Context: an optimization exercise on an open-source flow, tuned for small area, a short achievable clock period and few clock cycles. The choices shown serve that exercise and are no tape-out recipe. The RTL of this run was laid out without a check of its function. Power figures rest on the tool's default switching activity, not on a simulated workload.

`flow/design.v`:
```
module gerenciador(
    input clk,
    input botao_rst,
    input [31:0] entrada,
    output [31:0] saida
    );
    wire reset = botao_rst | entrada[29];
    reg        rd;         
    reg        wack;       
    reg        rv;         
    reg [4:0]  cnt;        
    reg [7:0]  dout;       
    reg        clr;        
    reg        phA, phB;   
    wire cap = !rd && !wack && entrada[31];
    reg  [15:0] S;         
    reg  [15:1] C;         
    reg  [4:0]  U;         
    reg  [1:0]  q;         
    localparam [20:0] INIT = 21'h138C80;
    wire [7:0] res = U[4] ? 8'd0 : (|{U[3:0], S[15:8]}) ? 8'd255 : S[7:0];
    always @(posedge clk) begin
        if (reset) begin
            rd <= 1'b0; wack <= 1'b0; rv <= 1'b0;
            cnt <= 5'd0;
            phA <= 1'b0; phB <= 1'b0;
            clr <= 1'b1;
        end else begin
            phA <= cap;
            phB <= phA;
            if (cap) clr <= 1'b0;
            if (!rd) begin
                if (cap) wack <= 1'b1;
                if (wack && !entrada[31]) begin
                    wack <= 1'b0;
                    if (cnt == 5'd24) begin
                        cnt <= 5'd0;
                        rd <= 1'b1;
                        rv <= 1'b1;
                    end else
                        cnt <= cnt + 5'd1;
                end
            end else begin
                if (rv && entrada[30]) begin
                    rv <= 1'b0;
                    if (cnt == 5'd8) begin
                        cnt <= 5'd0;
                        rd <= 1'b0;
                        clr <= 1'b1;
                    end else
                        cnt <= cnt + 5'd1;
                end
                if (!rv && !entrada[30]) begin
                    rv <= 1'b1;
                end
            end
        end
    end
    reg [7:0] p, k;
    always @(posedge clk)
        if (cap) begin
            p <= entrada[7:0];
            k <= entrada[15:8];
        end
    wire [3:0] kA = {k[6], k[4], k[2], k[0]} & {4{phA}};
    wire [2:0] kB = {k[5], k[3], k[1]} & {3{phB}};
    reg  [15:0] row [0:3];
    integer j, b;
    always @(*) begin
        for (j = 0; j < 4; j = j + 1) begin
            row[j] = 16'd0;
            for (b = 0; b < 16; b = b + 1) begin
                if (b - 2*j >= 0 && b - 2*j <= 7)
                    row[j][b] = row[j][b] | (p[b-2*j] & kA[j]);
                if (b - 2*j - 1 >= 0 && b - 2*j - 1 <= 7) begin
                    if (j < 3)
                        row[j][b] = row[j][b] | (p[b-2*j-1] & kB[j]);
                    else
                        row[j][b] = row[j][b] | (phB & ~(k[7] & p[b-7]));
                end
            end
        end
    end
    wire [15:0] s0 = clr ? INIT[15:0] : S;
    wire [15:1] c0 = clr ? 15'd0 : C;
    wire [15:0] sl [0:4];
    wire [16:0] cl [0:4];
    wire [3:0]  co;
    assign sl[0] = s0;
    assign cl[0] = {1'b0, c0, 1'b0};
    genvar gl, gb;
    generate
        for (gl = 1; gl <= 4; gl = gl + 1) begin : lev
            assign cl[gl][0] = 1'b0;
            for (gb = 0; gb < 16; gb = gb + 1) begin : col
                localparam HASROW = (gb >= 2*(gl-1) && gb <= 2*(gl-1) + 8);
                localparam HASC = (gb >= 1) && (gb >= gl - 1);
                if (HASROW && HASC) begin : f
                    fadd u (.a(sl[gl-1][gb]), .b(cl[gl-1][gb]), .c(row[gl-1][gb]),
                            .s(sl[gl][gb]), .co(cl[gl][gb+1]));
                end else if (HASC) begin : h
                    hadd u (.a(sl[gl-1][gb]), .b(cl[gl-1][gb]),
                            .s(sl[gl][gb]), .co(cl[gl][gb+1]));
                end else if (HASROW) begin : hr
                    hadd u (.a(sl[gl-1][gb]), .b(row[gl-1][gb]),
                            .s(sl[gl][gb]), .co(cl[gl][gb+1]));
                end else begin : w
                    assign sl[gl][gb] = sl[gl-1][gb];
                    assign cl[gl][gb+1] = 1'b0;
                end
            end
            assign co[gl-1] = cl[gl][16];
        end
    endgenerate
    always @(posedge clk)
        dout <= (rd && cnt == 5'd4) ? res : 8'd0;
    always @(posedge clk) begin
        S <= sl[4];
        C <= cl[4][15:1];
        q <= clr ? 2'd0 : {(co[0] & co[1]) | (co[0] & co[2]) | (co[0] & co[3]) |
                           (co[1] & co[2]) | (co[1] & co[3]) | (co[2] & co[3]),
                           co[0] ^ co[1] ^ co[2] ^ co[3]};
        U <= clr ? INIT[20:16] : U + {3'd0, q};
    end
    assign saida = {wack, rv, 22'd0, dout};
endmodule
module fadd(input a, input b, input c, output s, output co);
    assign s = a ^ b ^ c;
    assign co = (a & b) | (a & c) | (b & c);
endmodule
module hadd(input a, input b, output s, output co);
    assign s = a ^ b;
    assign co = a & b;
endmodule
```
`flow/flow/run.sh`:
```
#!/bin/bash
# Standard synthesis and layout, with timing repair aimed below the clock period, fast
# port buffers and no dummy clock loads. Each step's output goes to its own log in the
# work folder.
set -euo pipefail
bash standard.sh synth > synth.log 2>&1
export BUFFER_PORTS_ARGS="-buffer_cell sky130_fd_sc_hd__buf_2"
export SETUP_SLACK_MARGIN=7
export CTS_ARGS="-sink_clustering_enable -repair_clock_nets -dont_use_dummy_load -sink_clustering_size 40 -sink_clustering_max_diameter 200"
bash standard.sh finish > layout.log 2>&1
```
`flow/standard.sh`:
```
#!/bin/bash
# synth_recipe.tcl (not shown) runs the flow's synth.tcl, then flattens the netlist and writes it again
# the make line also repeats each setting of config.mk as NAME=value (left out here)
make -C /OpenROAD-flow-scripts/flow DESIGN_CONFIG=/design/flow/config.mk WORK_HOME=/design/flow/orfs CLKGATE_MAP_FILE= SYNTH_SCRIPT=/design/flow/synth_recipe.tcl "${@:-finish}"
```
`flow/config.mk`:
```
export PLATFORM = sky130hd
export DESIGN_NAME = gerenciador
export DESIGN_NICKNAME = gerenciador
export VERILOG_FILES = /design/flow/design.v
export SDC_FILE = /design/flow/constraint.sdc
export NUM_CORES = 4
export LEC_CHECK = 0
export CAP_MARGIN = 20
export CORE_MARGIN = 2
export CORE_UTILIZATION = 40
export SLEW_MARGIN = 20
export SYNTH_HIERARCHICAL = 1
export SYNTH_MINIMUM_KEEP_SIZE = 0
```
`flow/constraint.sdc`:
```
create_clock -name core_clock -period 10.0 [get_ports {clk}]
set_input_delay 2.0000 -clock core_clock [delete_from_list [all_inputs] [get_ports {clk}]]
set_output_delay 2.0000 -clock core_clock [all_outputs]
set_load 0.01 [all_outputs]
```
==> results.txt <==
## flip-flops by register name (all words and copies together), names as in the netlist
name and count:
U 5, rv 1, clr 1, k 8, S 16, C 12, phB 1, dout 8
p 8, rd 1, cnt 5, q 2, wack 1, phA 1
## kinds of logic after synthesis
group / after synthesis
AND/OR/NAND/NOR: 86
flip-flops: 70
adder cells (fa/ha/maj): 64
AO/OA/AOI/OAI: 59
buffers and inverters: 54
XOR/XNOR: 5
other: 1
## power by group through the flow
stage	sequential [W]	clock (W)	combinational, W
4_1_cts	0.000312	0.000178	0.0000404
3_3_place_gp	0.000317	0	0.0000392
5_1_grt	0.000313	0.000190	0.0000475
3_5_place_dp	0.000318	0	0.0000401
2_1_floorplan	0.000312	0	0.0000392
6_report	0.000311	0.000171	0.0000399
## cell usage in the layout (no fill, tap or decap), types with 3 or more instances in the layout
master and instances:
sky130_fd_sc_hd__a21oi_1 5, sky130_fd_sc_hd__a22o_1 28, sky130_fd_sc_hd__and2_1 6, sky130_fd_sc_hd__and3_1 8, sky130_fd_sc_hd__buf_2 30, sky130_fd_sc_hd__clkbuf_8 9
sky130_fd_sc_hd__conb_1 25, sky130_fd_sc_hd__dfxtp_1 52, sky130_fd_sc_hd__edfxtp_1 16, sky130_fd_sc_hd__fa_1 36, sky130_fd_sc_hd__ha_1 28, sky130_fd_sc_hd__inv_1 8
sky130_fd_sc_hd__nand2_1 9, sky130_fd_sc_hd__nand2b_1 4, sky130_fd_sc_hd__nand3_1 6, sky130_fd_sc_hd__nand3b_1 3, sky130_fd_sc_hd__nor2_1 5, sky130_fd_sc_hd__nor2b_1 24
sky130_fd_sc_hd__nor4_1 3, sky130_fd_sc_hd__o21a_1 8, sky130_fd_sc_hd__o21ai_0 4, sky130_fd_sc_hd__or2_2 5, sky130_fd_sc_hd__xor2_1 3
## repair_timing
action                     CTS  global route
setup endpoints to repair   10            21
gates cloned                 0             0
gates resized for setup      5             5
hold buffers                 0             0
pin swaps                    0             4
## critical path: stages, from the launching register on
cell	delay, ns
sky130_fd_sc_hd__dfxtp_2	0.36
sky130_fd_sc_hd__and2_4	0.19
sky130_fd_sc_hd__a22o_1	0.26
sky130_fd_sc_hd__fa_1	0.46
sky130_fd_sc_hd__fa_1	0.51
sky130_fd_sc_hd__fa_1	0.52
sky130_fd_sc_hd__fa_1	0.50
## per-stage QoR
step           power [W]  worst slack [ns]
4_1_cts         0.000530              6.96
3_5_place_dp    0.000358              6.72
2_1_floorplan   0.000352              7.02
3_3_place_gp    0.000357              6.73
6_report        0.000522              7.08
5_1_grt         0.000551              6.97
## cell type report
type,count,area (um^2)
well taps,133,166
multi-input cells,239,2200
flip-flops and latches,70,1570
fillers,946,5430
inverters,9,37.5
clock buffers,9,124
repair buffers,31,165
## worst max path at each step
stage	from	end	slack, ns	cells past startpoint
after floorplan	entrada[31]	k[0]	7.02	3
after global placement	entrada[31]	p[6]	6.73	4
after detailed placement	entrada[31]	p[6]	6.72	4
after CTS	phB	S[6]	6.96	6
after global routing	phA	S[6]	6.97	6
final	phA	S[6]	7.08	6
## per-module statistics from Yosys (local to each module, per instance)
module,cells inside,area [um^2],flip-flops and latches,times used
gerenciador,281,2970,70,1
hadd,1,12.5,0,23
fadd,1,20.0,0,35
## per-layer routing
layer,track usage (%),vias up,wire [um]
met3,3.23,9,284
met4,6.07,0,99
met5,0,-,0
met2,21.3,63,2790
met1,18.5,1115,3090
li1,-,1158,-
==> flow_summary.json <==
{
  "outcome": "timing/DRC/antenna clean",
  "drive_gt1_share_pct": 14.8,
  "insertion_delay_ns": 0.35,
  "finalHoldWorstSlack_ns": 0.452,
  "clock_path_buffers": 2,
  "hold_path_end": "dout[4]",
  "cap_violations": 0,
  "dr_iter_0_viols": 63,
  "start_util_pct": 40.9,
  "grt_pass1_wl_um": 11000,
  "finalSetupViolations": 0,
  "final_min_period_over_clock_period_pct": 29.2,
  "synth_simple_gate_area_share_pct": 13.2,
  "synth_async_sr_flop_share_pct": 0,
  "path_max_fanout": 9,
  "yosys-top-cells-count": "sky130_fd_sc_hd__dfxtp_1 (54), sky130_fd_sc_hd__fa_1 (36), sky130_fd_sc_hd__a22o_1 (28), sky130_fd_sc_hd__ha_1 (28)",
  "power.combinational.fraction_pct": 7.6,
  "hold_depth": 1,
  "cts_tree": "yes",
  "r2r-start": "phA",
  "clock_power_share_pct": 32.7,
  "cts-buffers-inserted": 9,
  "timing.reg2reg.setup_slack_ns": 7.08,
  "synth-adder-area-share_pct": 27.1,
  "max-vdd-ir-drop_uv": 63.7,
  "synth_enable_flop_cells": 16,
  "antenna_found_initial": 0,
  "r2r-end": "S[6]",
  "ios": 66,
  "track_usage_pct": 13.8,
  "drv_slew": 0,
  "drt-pass1-iter-count": 4,
  "required_ns": 10.23,
  "detail_route.wirelength_um": 6270,
  "placed_cells": 482,
  "drc_markers": 0,
  "yosys-mux-area-fraction_pct": 0,
  "gpl.final_weighted_congestion": 0.810,
  "hold_class": "register to register",
  "dp.final_hpwl_um": 4910,
  "share_of_the_synthesized_netlist_area_taken_by_xor_and_xnor_gates_pct": 1.11,
  "postCtsSetupRepairBufs": 0,
  "die_area_um2": 10700,
  "power.internal_w": 0.000399,
  "vias": 2345,
  "clock_skew_ns": 0.0198,
  "viasPerCell": 4.78,
  "relSlewSlack_pct": 64.0,
  "grt_overflow": 0,
  "synth.ff_latch_count": 70,
  "critical_setup_path_kind": "register to register",
  "cts_root_buffer": "sky130_fd_sc_hd__clkbuf_8",
  "insertedDiodeCount": 0,
  "placementRows": 36,
  "synthesis.instances": 339,
  "timing.final.hold_violations": 0,
  "num-nets-final": 458,
  "rr_worst_depth": 6,
  "synth_largest_area_cell": "sky130_fd_sc_hd__dfxtp_1",
  "netSwitchingFraction_pct": 23.5,
  "wl_per_instance_um": 12.8,
  "yosysWarningCount": 9,
  "syn_to_final_growth_pct": 7.52,
  "p_seq_share_pct": 59.7,
  "syn-mean-instance-area_um2": 11.7,
  "net_switching_power_figure_w": 0.000123,
  "timing.critical_path.to_type": "register",
  "worst-endpoint-arrival_ns": 3.15,
  "yosysUniqueCellTypes": 44,
  "ys_dominant_reg_cell": "sky130_fd_sc_hd__dfxtp_1",
  "die_height_um": 103,
  "first_global_vias": 2410,
  "powerDensity_nw_per_um2": 123,
  "die-width_um": 103,
  "detailed_place.area_um2": 4110,
  "clkTransAtPathRegs_ns": 0.08,
  "clock_sink_count": 70,
  "power.leakage_nw": 1.84,
  "postLayoutCellArea_um2": 4260,
  "fp.coreArea_um2": 9680,
  "post-synth-top-count-cell": "sky130_fd_sc_hd__dfxtp_1",
  "combinational_family_with_the_most_area_after_synthesis": "adder cells",
  "max_freq_mhz": 342,
  "yosys-top-cells-area": "sky130_fd_sc_hd__dfxtp_1 (27%), sky130_fd_sc_hd__fa_1 (18%), sky130_fd_sc_hd__edfxtp_1 (12%)",
  "io_buffers": 30,
  "final_antenna_net_count": 0,
  "min_from": "S[4]",
  "number_of_non_filler_instances_in_the_completed_layout": 491,
  "worst_pin_slew_ns": 0.538,
  "worst_setup_path_start_kind": "register",
  "synth-compound-area-share_pct": 11.7,
  "yosys.area.top_type_share_pct": 27.3,
  "fraction_of_the_core_area_covered_by_cells_at_the_end_of_the_flow_pct": 44.0,
  "mappedNetlistArea_um2": 3960,
  "grt_setup_unrepaired": "true",
  "fin_tns_setup_ns": 0,
  "min_clock_period_post_route_ns": 2.92,
  "htreeDepth": 3,
  "register_area_share_after_synthesis_pct": 39.4,
  "pin_count_of_the_biggest_net_entering_global_routing": 37
}

[afterwards: timing with drivers on the ports]
Ports are ideal in the flow. The routed layout listed here was re-timed in OpenROAD.
Step 1: set_driving_cell puts a clkbuf_16 on clk and a buf_2 on each other input, an assumption about the parent block.
Step 2 adds t to the input delays and takes it off the output delays; t is the mean of the earliest and latest rising clock arrival at the registers after step 1. Input paths then give back, and output paths get back, about the clock's delay inside the block.
Slacks: ideal ports / drivers / drivers and shift; pairs: ideal ports / drivers.
t, ns: 0.372
setup WS [ns]: 7.077 / 7.076 / 6.868
slew at the worst register clock pin (ns): 0.08 / 0.08
After both steps this run still meets setup and hold. For this run, drivers alone change the setup slack by -0.001 ns; drivers and shift together by -0.209 ns.
